Source: an optimization exercise on an open RTL-to-GDS flow (aim: small area). Production flows keep margins and buffers that such runs may drop.
Where RTL was checked, it was by simulation tests only, not by an equivalence proof against the original.

==> inputs of run a <==
Design nonuniform_top_v0, start of the top module:
module nonuniform_top_v0 #(
    parameter IMAGE_WIDE_LENGTH = 256    ,
    parameter IMAGE_HIGH_LENGTH = 192    ,
    parameter ADDRS_DW          = 21     ,
    parameter DW                = 16
) (
    input                               i_rst_n                 ,
    input                               i_clk                   ,
    input   [DW-1:0]                    i_data                  ,
    input                               i_hs                    ,
    input                               i_vs                    ,
    input   [3:0]                       i_clac_b_mean_num       ,
    input                               i_clac_b_en             ,
    input   [ADDRS_DW-1:0]              i_b_addrs               ,
    output                              o_clac_b_done           ,
    input   [3:0]                       i_data_sel              ,
    input   [ADDRS_DW-1:0]              i_k_addrs               ,
    input                               i_init_k_load           ,
    output                              o_bp_type               ,
    output  [DW-1:0]                    o_data                  ,
    output  [DW-1:0]                    o_calc_b_mean_data      ,
    output  [DW-1:0]                    o_center_y16_data       ,
    output  [DW-1:0]                    o_sub_aver_y16          ,
    output                              o_hs                    ,
    output                              o_vs                    ,
    output                              o_mem_wr_start          ,
    output   [ADDRS_DW-1:0]             o_mem_wr_addrs          ,
    output   [ADDRS_DW-1:0]             o_mem_wr_lengths        ,
    output   [DW-1:0]                   o_mem_wr_data           ,
    output                              o_mem_wr_data_vld       ,
    output                              o_mem_rd0_start         ,
    output   [ADDRS_DW-1:0]             o_mem_rd0_addrs         ,
    output   [ADDRS_DW-1:0]             o_mem_rd0_lengths       ,
    input    [DW-1:0]                   i_mem_rd0_data          ,
    output                              o_mem_rd0_data_req      ,
    output                              o_mem_rd1_start         ,
    output   [ADDRS_DW-1:0]             o_mem_rd1_addrs         ,
    output   [ADDRS_DW-1:0]             o_mem_rd1_lengths       ,
    input    [DW-1:0]                   i_mem_rd1_data          ,
    output                              o_mem_rd1_data_req
);
Settings: LEC_CHECK=0, CAP_MARGIN=20, CORE_MARGIN=2, CORE_UTILIZATION=65, PLACE_DENSITY=0.8, SLEW_MARGIN=20, SYNTH_HIERARCHICAL=1, SYNTH_MINIMUM_KEEP_SIZE=0; clock period 10.0 ns.
standard.sh (not shown) runs the stock make flow with config.mk's settings and CLKGATE_MAP_FILE= SYNTH_SCRIPT=/design/flow/synth_recipe.tcl, a recipe that flattens the netlist after the stock synthesis.
==> flow/flow/run.sh <==
#!/bin/bash
# Standard ORFS layout, with the port buffers made from the smallest buffer
# cell and no dummy loads in the clock tree.
set -euo pipefail
export BUFFER_PORTS_ARGS="-buffer_cell sky130_fd_sc_hd__buf_1"
export CTS_ARGS="-sink_clustering_enable -repair_clock_nets -dont_use_dummy_load"
bash standard.sh > standard.log 2>&1
==> run b (differences from run a) <==
--- a/flow/design.v
+++ b/flow/design.v
@@ -1,6 +1,6 @@
-module nuc_mul (input [14:0] k, input [15:0] d, output [30:0] p);
+module nuc_mul (input [14:0] k, input [15:0] d, output [30:13] p);
 wire pp1;
 wire pp2;
 wire pp3;
 wire pp4;
 wire pp5;
@@ -1067,11 +1067,12 @@
 nuc_fa u628 (s575, c526, c574, s627, c628);
 nuc_fa u630 (s577, c528, c576, s629, c630);
 nuc_fa u632 (pp224, pp239, c578, s631, c632);
 wire [30:0] ra = {1'b0, pp240, s631, s629, s627, s625, s623, s621, s619, s617, s615, s613, s611, s609, s607, s605, s603, s601, s599, s597, s595, s593, s591, s589, s587, s585, s583, s581, s579, pp2, pp1};
 wire [30:0] rb = {1'b1, c632, c630, c628, c626, c624, c622, c620, c618, c616, c614, c612, c610, c608, c606, c604, c602, c600, c598, c596, c594, c592, c590, c588, c586, c584, c582, c580, pp33, pp17, 1'b1};
-assign p = ~(ra + rb + 1'b1);
+wire [30:0] sum = ~(ra + rb + 1'b1);
+assign p = sum[30:13];
 endmodule
 module nuc_fa (input a, input b, input c, output s, output co);
 assign s = a ^ b ^ c;
 assign co = (a & b) | (a & c) | (b & c);
 endmodule
@@ -1158,11 +1159,11 @@
     data_dly <= i_data;
 end
 wire    [DW-1:0]    b_word  = calc_en ? 16'd1 : i_mem_rd0_data;
 wire    [14:0]      k_word  = init_k_load ? 15'd8192 : i_mem_rd1_data[14:0];
 wire    [DW-1:0]    x_sub_b = data_dly - b_word;
-wire    [30:0]      prod;        
+wire    [30:13]     prod;        
 reg     [DW-1:0]    y16;
 nuc_mul mul_inst (.k(k_word), .d(x_sub_b), .p(prod));
 always @(*) begin
     if (!prod[30] && (prod[29] | prod[28]))
         y16 = 16'h7FFF;
==> flow/flow/run.sh (replaced) <==
#!/bin/bash
# Standard ORFS layout (the standard.sh), with the port buffers made from
# the smallest buffer cell and the clock tree built as below.
set -euo pipefail
export BUFFER_PORTS_ARGS="-buffer_cell sky130_fd_sc_hd__buf_1"
export CTS_ARGS="-sink_clustering_enable -repair_clock_nets -dont_use_dummy_load -buf_list {sky130_fd_sc_hd__clkbuf_8}"
bash standard.sh > standard.log 2>&1
==> run c (differences from run a) <==
--- a/flow/design.v
+++ b/flow/design.v
@@ -1,6 +1,6 @@
-module nuc_mul (input [14:0] k, input [15:0] d, output [30:0] p);
+module nuc_mul (input [14:0] k, input [15:0] d, output [30:13] p);
 wire pp1;
 wire pp2;
 wire pp3;
 wire pp4;
 wire pp5;
@@ -1067,11 +1067,12 @@
 nuc_fa u628 (s575, c526, c574, s627, c628);
 nuc_fa u630 (s577, c528, c576, s629, c630);
 nuc_fa u632 (pp224, pp239, c578, s631, c632);
 wire [30:0] ra = {1'b0, pp240, s631, s629, s627, s625, s623, s621, s619, s617, s615, s613, s611, s609, s607, s605, s603, s601, s599, s597, s595, s593, s591, s589, s587, s585, s583, s581, s579, pp2, pp1};
 wire [30:0] rb = {1'b1, c632, c630, c628, c626, c624, c622, c620, c618, c616, c614, c612, c610, c608, c606, c604, c602, c600, c598, c596, c594, c592, c590, c588, c586, c584, c582, c580, pp33, pp17, 1'b1};
-assign p = ~(ra + rb + 1'b1);
+wire [30:0] sum = ~(ra + rb + 1'b1);
+assign p = sum[30:13];
 endmodule
 module nuc_fa (input a, input b, input c, output s, output co);
 assign s = a ^ b ^ c;
 assign co = (a & b) | (a & c) | (b & c);
 endmodule
@@ -1158,36 +1159,37 @@
     data_dly <= i_data;
 end
 wire    [DW-1:0]    b_word  = calc_en ? 16'd1 : i_mem_rd0_data;
 wire    [14:0]      k_word  = init_k_load ? 15'd8192 : i_mem_rd1_data[14:0];
 wire    [DW-1:0]    x_sub_b = data_dly - b_word;
-wire    [30:0]      prod;        
-reg     [DW-1:0]    y16;
+wire    [30:13]     prod;        
 nuc_mul mul_inst (.k(k_word), .d(x_sub_b), .p(prod));
-always @(*) begin
-    if (!prod[30] && (prod[29] | prod[28]))
-        y16 = 16'h7FFF;
-    else if (prod[30] && !(prod[29] & prod[28]))
-        y16 = 16'h8000;
-    else
-        y16 = prod[28:13];
-end
-reg     [DW-1:0]    out_word;
+reg     [DW-1:0]    raw_word;
 always @(*) begin
     case (sel)
-    2'd1:    out_word = data_dly;
-    2'd2:    out_word = b_word;
-    2'd3:    out_word = {1'b0, k_word};
-    default: out_word = y16;
+    2'd1:    raw_word = data_dly;
+    2'd2:    raw_word = b_word;
+    default: raw_word = {1'b0, k_word};
     endcase
 end
-reg     [DW-1:0]    pipe [0:9];
+function [15:0] sat16;
+    input [17:0] p;
+    reg          pos, neg;
+    begin
+        pos   = !p[17] && (p[16] | p[15]);
+        neg   =  p[17] && !(p[16] & p[15]);
+        sat16 = {neg | (p[15] & !pos), {15{pos}} | (p[14:0] & {15{!neg}})};
+    end
+endfunction
+reg     [17:0]      pipe0;
+reg     [DW-1:0]    pipe [1:9];
 reg     [9:0]       bp_pipe;
 integer i;
 always @(posedge i_clk) begin
-    pipe[0] <= out_word;
-    for (i = 1; i < 10; i = i + 1)
+    pipe0 <= (sel == 2'd0) ? prod : {{2{raw_word[DW-1]}}, raw_word};
+    pipe[1] <= sat16(pipe0);
+    for (i = 2; i < 10; i = i + 1)
         pipe[i] <= pipe[i-1];
     bp_pipe <= {bp_pipe[8:0], i_mem_rd1_data[DW-1]};
 end
 assign o_data    = pipe[9];
 assign o_bp_type = bp_pipe[9];
@@ -1205,21 +1207,21 @@
         vcnt <= vcnt + 1'b1;
 end
 wire    center_in = pix_vld && (hcnt == (IMAGE_WIDE_LENGTH >> 1) - 1)
                             && (vcnt == (IMAGE_HIGH_LENGTH >> 1) - 1);
 reg     [3:0]       ccnt;        
-reg     [DW-1:0]    center_y16;
+reg     [17:0]      center_prod;
 reg     [DW-1:0]    center_out;
 always @(posedge i_clk) begin
     if (center_in)
         ccnt <= 4'd10;
     else if (ccnt != 4'd0)
         ccnt <= ccnt - 1'b1;
     if (ccnt == 4'd10)
-        center_y16 <= y16;
+        center_prod <= prod;
     if (ccnt == 4'd1)
-        center_out <= center_y16;
+        center_out <= sat16(center_prod);
 end
 assign o_center_y16_data = center_out;
 reg     [1:0]   calc_en_dly;
 reg             calc_sync;
 reg             calc_done;
==> flow/flow/run.sh (replaced) <==
#!/bin/bash
# Standard ORFS layout (the standard.sh), with the port buffers made from
# the smallest buffer cell and the clock tree built as below.
set -euo pipefail
export BUFFER_PORTS_ARGS="-buffer_cell sky130_fd_sc_hd__buf_1"
export SKIP_REPAIR_TIE_FANOUT=1
export CTS_ARGS="-sink_clustering_enable -repair_clock_nets -dont_use_dummy_load -buf_list {sky130_fd_sc_hd__clkbuf_4} -sink_clustering_size 10 -sink_clustering_max_diameter 40"
bash standard.sh > standard.log 2>&1
==> run d (differences from run a) <==
--- a/flow/design.v
+++ b/flow/design.v
@@ -869,29 +869,29 @@
 assign pp236 = ~(k[14] & d[11]);
 assign pp237 = ~(k[14] & d[12]);
 assign pp238 = ~(k[14] & d[13]);
 assign pp239 = ~(k[14] & d[14]);
 assign pp240 = k[14] & d[15];
-nuc_fa u242 (pp14, pp29, 1'b1, s241, c242);
+nuc_han u242 (pp14, pp29, s241, c242);
 nuc_fa u244 (pp15, pp30, pp45, s243, c244);
-nuc_fa u246 (pp60, pp75, 1'b1, s245, c246);
+nuc_han u246 (pp60, pp75, s245, c246);
 nuc_fa u248 (pp16, pp31, pp46, s247, c248);
 nuc_fa u250 (pp61, pp76, pp91, s249, c250);
-nuc_fa u252 (pp106, pp121, 1'b1, s251, c252);
+nuc_han u252 (pp106, pp121, s251, c252);
 nuc_fa u254 (pp32, pp47, pp62, s253, c254);
 nuc_fa u256 (pp77, pp92, pp107, s255, c256);
 nuc_fa u258 (pp48, pp63, pp78, s257, c258);
-nuc_fa u260 (pp10, pp25, 1'b1, s259, c260);
+nuc_han u260 (pp10, pp25, s259, c260);
 nuc_fa u262 (pp11, pp26, pp41, s261, c262);
-nuc_fa u264 (pp56, pp71, 1'b1, s263, c264);
+nuc_han u264 (pp56, pp71, s263, c264);
 nuc_fa u266 (pp12, pp27, pp42, s265, c266);
 nuc_fa u268 (pp57, pp72, pp87, s267, c268);
-nuc_fa u270 (pp102, pp117, 1'b1, s269, c270);
+nuc_han u270 (pp102, pp117, s269, c270);
 nuc_fa u272 (pp13, pp28, pp43, s271, c272);
 nuc_fa u274 (pp58, pp73, pp88, s273, c274);
 nuc_fa u276 (pp103, pp118, pp133, s275, c276);
-nuc_fa u278 (pp148, pp163, 1'b1, s277, c278);
+nuc_han u278 (pp148, pp163, s277, c278);
 nuc_fa u280 (s241, pp44, pp59, s279, c280);
 nuc_fa u282 (pp74, pp89, pp104, s281, c282);
 nuc_fa u284 (pp119, pp134, pp149, s283, c284);
 nuc_fa u286 (pp164, pp179, pp194, s285, c286);
 nuc_fa u288 (s243, s245, pp90, s287, c288);
@@ -918,16 +918,16 @@
 nuc_fa u330 (pp125, pp140, pp155, s329, c330);
 nuc_fa u332 (pp170, pp185, pp200, s331, c332);
 nuc_fa u334 (pp96, pp111, pp126, s333, c334);
 nuc_fa u336 (pp141, pp156, pp171, s335, c336);
 nuc_fa u338 (pp112, pp127, pp142, s337, c338);
-nuc_fa u340 (pp7, pp22, 1'b1, s339, c340);
+nuc_han u340 (pp7, pp22, s339, c340);
 nuc_fa u342 (pp8, pp23, pp38, s341, c342);
-nuc_fa u344 (pp53, pp68, 1'b1, s343, c344);
+nuc_han u344 (pp53, pp68, s343, c344);
 nuc_fa u346 (pp9, pp24, pp39, s345, c346);
 nuc_fa u348 (pp54, pp69, pp84, s347, c348);
-nuc_fa u350 (pp99, pp114, 1'b1, s349, c350);
+nuc_han u350 (pp99, pp114, s349, c350);
 nuc_fa u352 (s259, pp40, pp55, s351, c352);
 nuc_fa u354 (pp70, pp85, pp100, s353, c354);
 nuc_fa u356 (pp115, pp130, pp145, s355, c356);
 nuc_fa u358 (s261, s263, pp86, s357, c358);
 nuc_fa u360 (pp101, pp116, pp131, s359, c360);
@@ -969,13 +969,13 @@
 nuc_fa u432 (pp173, pp188, pp203, s431, c432);
 nuc_fa u434 (pp218, pp233, c338, s433, c434);
 nuc_fa u436 (pp144, pp159, pp174, s435, c436);
 nuc_fa u438 (pp189, pp204, pp219, s437, c438);
 nuc_fa u440 (pp160, pp175, pp190, s439, c440);
-nuc_fa u442 (pp5, pp20, 1'b1, s441, c442);
+nuc_han u442 (pp5, pp20, s441, c442);
 nuc_fa u444 (pp6, pp21, pp36, s443, c444);
-nuc_fa u446 (pp51, pp66, 1'b1, s445, c446);
+nuc_han u446 (pp51, pp66, s445, c446);
 nuc_fa u448 (s339, pp37, pp52, s447, c448);
 nuc_fa u450 (pp67, pp82, pp97, s449, c450);
 nuc_fa u452 (s341, s343, pp83, s451, c452);
 nuc_fa u454 (pp98, pp113, c340, s453, c454);
 nuc_fa u456 (s345, s347, s349, s455, c456);
@@ -1013,11 +1013,11 @@
 nuc_fa u520 (s439, pp205, pp220, s519, c520);
 nuc_fa u522 (pp235, c436, c438, s521, c522);
 nuc_fa u524 (pp176, pp191, pp206, s523, c524);
 nuc_fa u526 (pp221, pp236, c440, s525, c526);
 nuc_fa u528 (pp192, pp207, pp222, s527, c528);
-nuc_fa u530 (pp4, pp19, 1'b1, s529, c530);
+nuc_han u530 (pp4, pp19, s529, c530);
 nuc_fa u532 (s441, pp35, pp50, s531, c532);
 nuc_fa u534 (s443, s445, pp81, s533, c534);
 nuc_fa u536 (s447, s449, c444, s535, c536);
 nuc_fa u538 (s451, s453, c448, s537, c538);
 nuc_fa u540 (s455, s457, c452, s539, c540);
@@ -1038,11 +1038,11 @@
 nuc_fa u570 (s515, s517, c512, s569, c570);
 nuc_fa u572 (s519, s521, c516, s571, c572);
 nuc_fa u574 (s523, s525, c520, s573, c574);
 nuc_fa u576 (s527, pp237, c524, s575, c576);
 nuc_fa u578 (pp208, pp223, pp238, s577, c578);
-nuc_fa u580 (pp3, pp18, 1'b1, s579, c580);
+nuc_han u580 (pp3, pp18, s579, c580);
 nuc_fa u582 (s529, pp34, pp49, s581, c582);
 nuc_fa u584 (s531, pp65, c530, s583, c584);
 nuc_fa u586 (s533, c442, c532, s585, c586);
 nuc_fa u588 (s535, c446, c534, s587, c588);
 nuc_fa u590 (s537, c450, c536, s589, c590);
@@ -1073,10 +1073,14 @@
 endmodule
 module nuc_fa (input a, input b, input c, output s, output co);
 assign s = a ^ b ^ c;
 assign co = (a & b) | (a & c) | (b & c);
 endmodule
+module nuc_han (input a, input b, output s, output co);
+assign s = ~(a ^ b);
+assign co = a | b;
+endmodule
 `timescale 1ns / 1ps
 module nonuniform_top_v0 #(
     parameter IMAGE_WIDE_LENGTH = 256    ,
     parameter IMAGE_HIGH_LENGTH = 192    ,
     parameter ADDRS_DW          = 21     ,
@@ -1307,28 +1311,27 @@
 assign o_mem_wr_data     = wr_data;
 assign o_mem_wr_data_vld = hsd[1] & vsd[1];
 reg     [31:0]  data_sum;
 wire    [31:0]  data_sum_nx;
 wire    [32:0]  sum_c;
-wire            sum_en = mean_en & o_mem_wr_data_vld;
 assign sum_c[0] = 1'b0;
 genvar gi;
 generate
     for (gi = 0; gi < 32; gi = gi + 1) begin : g_sum
         if (gi < DW) begin : g_fa
-            nuc_fa u_fa (.a(data_sum[gi]), .b(wr_data[gi] & sum_en), .c(sum_c[gi]), .s(data_sum_nx[gi]), .co(sum_c[gi+1]));
+            nuc_fa u_fa (.a(data_sum[gi]), .b(wr_data[gi]), .c(sum_c[gi]), .s(data_sum_nx[gi]), .co(sum_c[gi+1]));
         end
         else begin : g_ha
             nuc_ha u_ha (.a(data_sum[gi]), .b(sum_c[gi]), .s(data_sum_nx[gi]), .co(sum_c[gi+1]));
         end
     end
 endgenerate
 always @(posedge i_clk) begin
     if (vs_rise && calc_en)
         data_sum <= 32'd0;
-    else
-        data_sum <= data_sum_nx;     
+    else if (mean_en && o_mem_wr_data_vld)
+        data_sum <= data_sum_nx;
 end
 localparam D_IDLE = 2'd0, D_S1 = 2'd1, D_S2 = 2'd2, D_S3 = 2'd3;
 reg     [1:0]   dstate;
 reg     [4:0]   dcnt;
 reg     [1:0]   drem;
==> flow/flow/run.sh (replaced) <==
#!/bin/bash
# Standard ORFS layout, with the port buffers made from the smallest buffer cell.
set -euo pipefail
export BUFFER_PORTS_ARGS="-buffer_cell sky130_fd_sc_hd__buf_1"
bash standard.sh > standard.log 2>&1
Settings changed: CORE_UTILIZATION 65 to 40, PLACE_DENSITY 0.8 to 0.6.
==> flow_results.xml <==
<?xml version="1.0" encoding="UTF-8"?>
<metrics>
  <group name="sta">
    <metric name="final.hold.worst_slack" unit="ns">0.3024</metric>
  </group>
  <group name="cells_and_area">
    <metric name="multi_input_area_share" unit="">0.5465</metric>
    <metric name="post_route_cells_drive_above_1_share" unit="">0.06301</metric>
    <metric name="syn_to_final_growth" unit="%">2.581</metric>
  </group>
  <group name="run_status">
    <metric name="outcome" unit="">complete, no violations</metric>
  </group>
</metrics>
the above is filed under run c

==> flow_results.xml <==
<?xml version="1.0" encoding="UTF-8"?>
<metrics>
  <group name="run_status">
    <metric name="outcome" unit="">complete, no violations</metric>
  </group>
  <group name="sta">
    <metric name="final.hold.worst_slack" unit="ns">0.3006</metric>
  </group>
  <group name="cells_and_area">
    <metric name="syn_to_final_growth" unit="%">8.338</metric>
    <metric name="post_route_cells_drive_above_1_share" unit="">0.09429</metric>
    <metric name="multi_input_area_share" unit="">0.5236</metric>
  </group>
  <group name="critical_path">
    <metric name="worst_setup_path_end_kind" unit="">primary output</metric>
  </group>
</metrics>
the above is filed under run b

==> flow_results.xml <==
<?xml version="1.0" encoding="UTF-8"?>
<metrics>
  <group name="run_status">
    <metric name="outcome" unit="">complete, no violations</metric>
  </group>
  <group name="cells_and_area">
    <metric name="syn_to_final_growth" unit="%">12.86</metric>
    <metric name="multi_input_area_share" unit="">0.4975</metric>
    <metric name="post_route_cells_drive_above_1_share" unit="">0.1085</metric>
  </group>
  <group name="sta">
    <metric name="final.hold.worst_slack" unit="ns">0.3228</metric>
  </group>
</metrics>
the above is filed under run d

==> flow_results.xml <==
<?xml version="1.0" encoding="UTF-8"?>
<metrics>
  <group name="run_status">
    <metric name="outcome" unit="">complete, no violations</metric>
  </group>
  <group name="cells_and_area">
    <metric name="post_route_cells_drive_above_1_share" unit="">0.1011</metric>
    <metric name="multi_input_area_share" unit="">0.5171</metric>
    <metric name="syn_to_final_growth" unit="%">9.732</metric>
  </group>
</metrics>
the above is filed under run a

Function not checked in run a and run c: the RTL went through the layout flow alone.

[static timing again, ports no longer ideal]
In the flow no input, the clock included, has a driving cell. The finished layouts below were timed again as built, in two steps. Step 1, drivers: a clkbuf_16 drives i_clk and a buf_2 each remaining input, both assumed. Step 2 moves the port delays by t, midway between the first and last clock arrival at a register: inputs arrive t later, outputs are due t later. That takes back most of the time a late clock gives input paths. Slacks: no drivers / after step 1 / after step 2; pairs: no drivers / after step 1.
run	t, ns	setup slack, ns	worst hold slack (ns)	clock arrival spread, ns	worst data-port slew with drivers (ns)
run a	0.542	0.201 / 0.214 / -0.318	0.297 / 0.297 / 0.297	0.068 / 0.068	0.15
run b	0.603	0.238 / 0.190 / -0.094	0.301 / 0.301 / 0.301	0.081 / 0.081	0.20
run c	0.715	0.221 / 0.175 / 0.235	0.302 / 0.302 / 0.302	0.077 / 0.078	0.15
run d	0.589	0.283 / 0.232 / -0.211	0.323 / 0.323 / 0.323	0.023 / 0.023	0.15
With both steps, setup timing fails in run a, run b and run d, where it was met with ideal ports. The setup slack of run a, which loses most, moves by +0.013 ns with the drivers and by -0.519 ns with both steps.
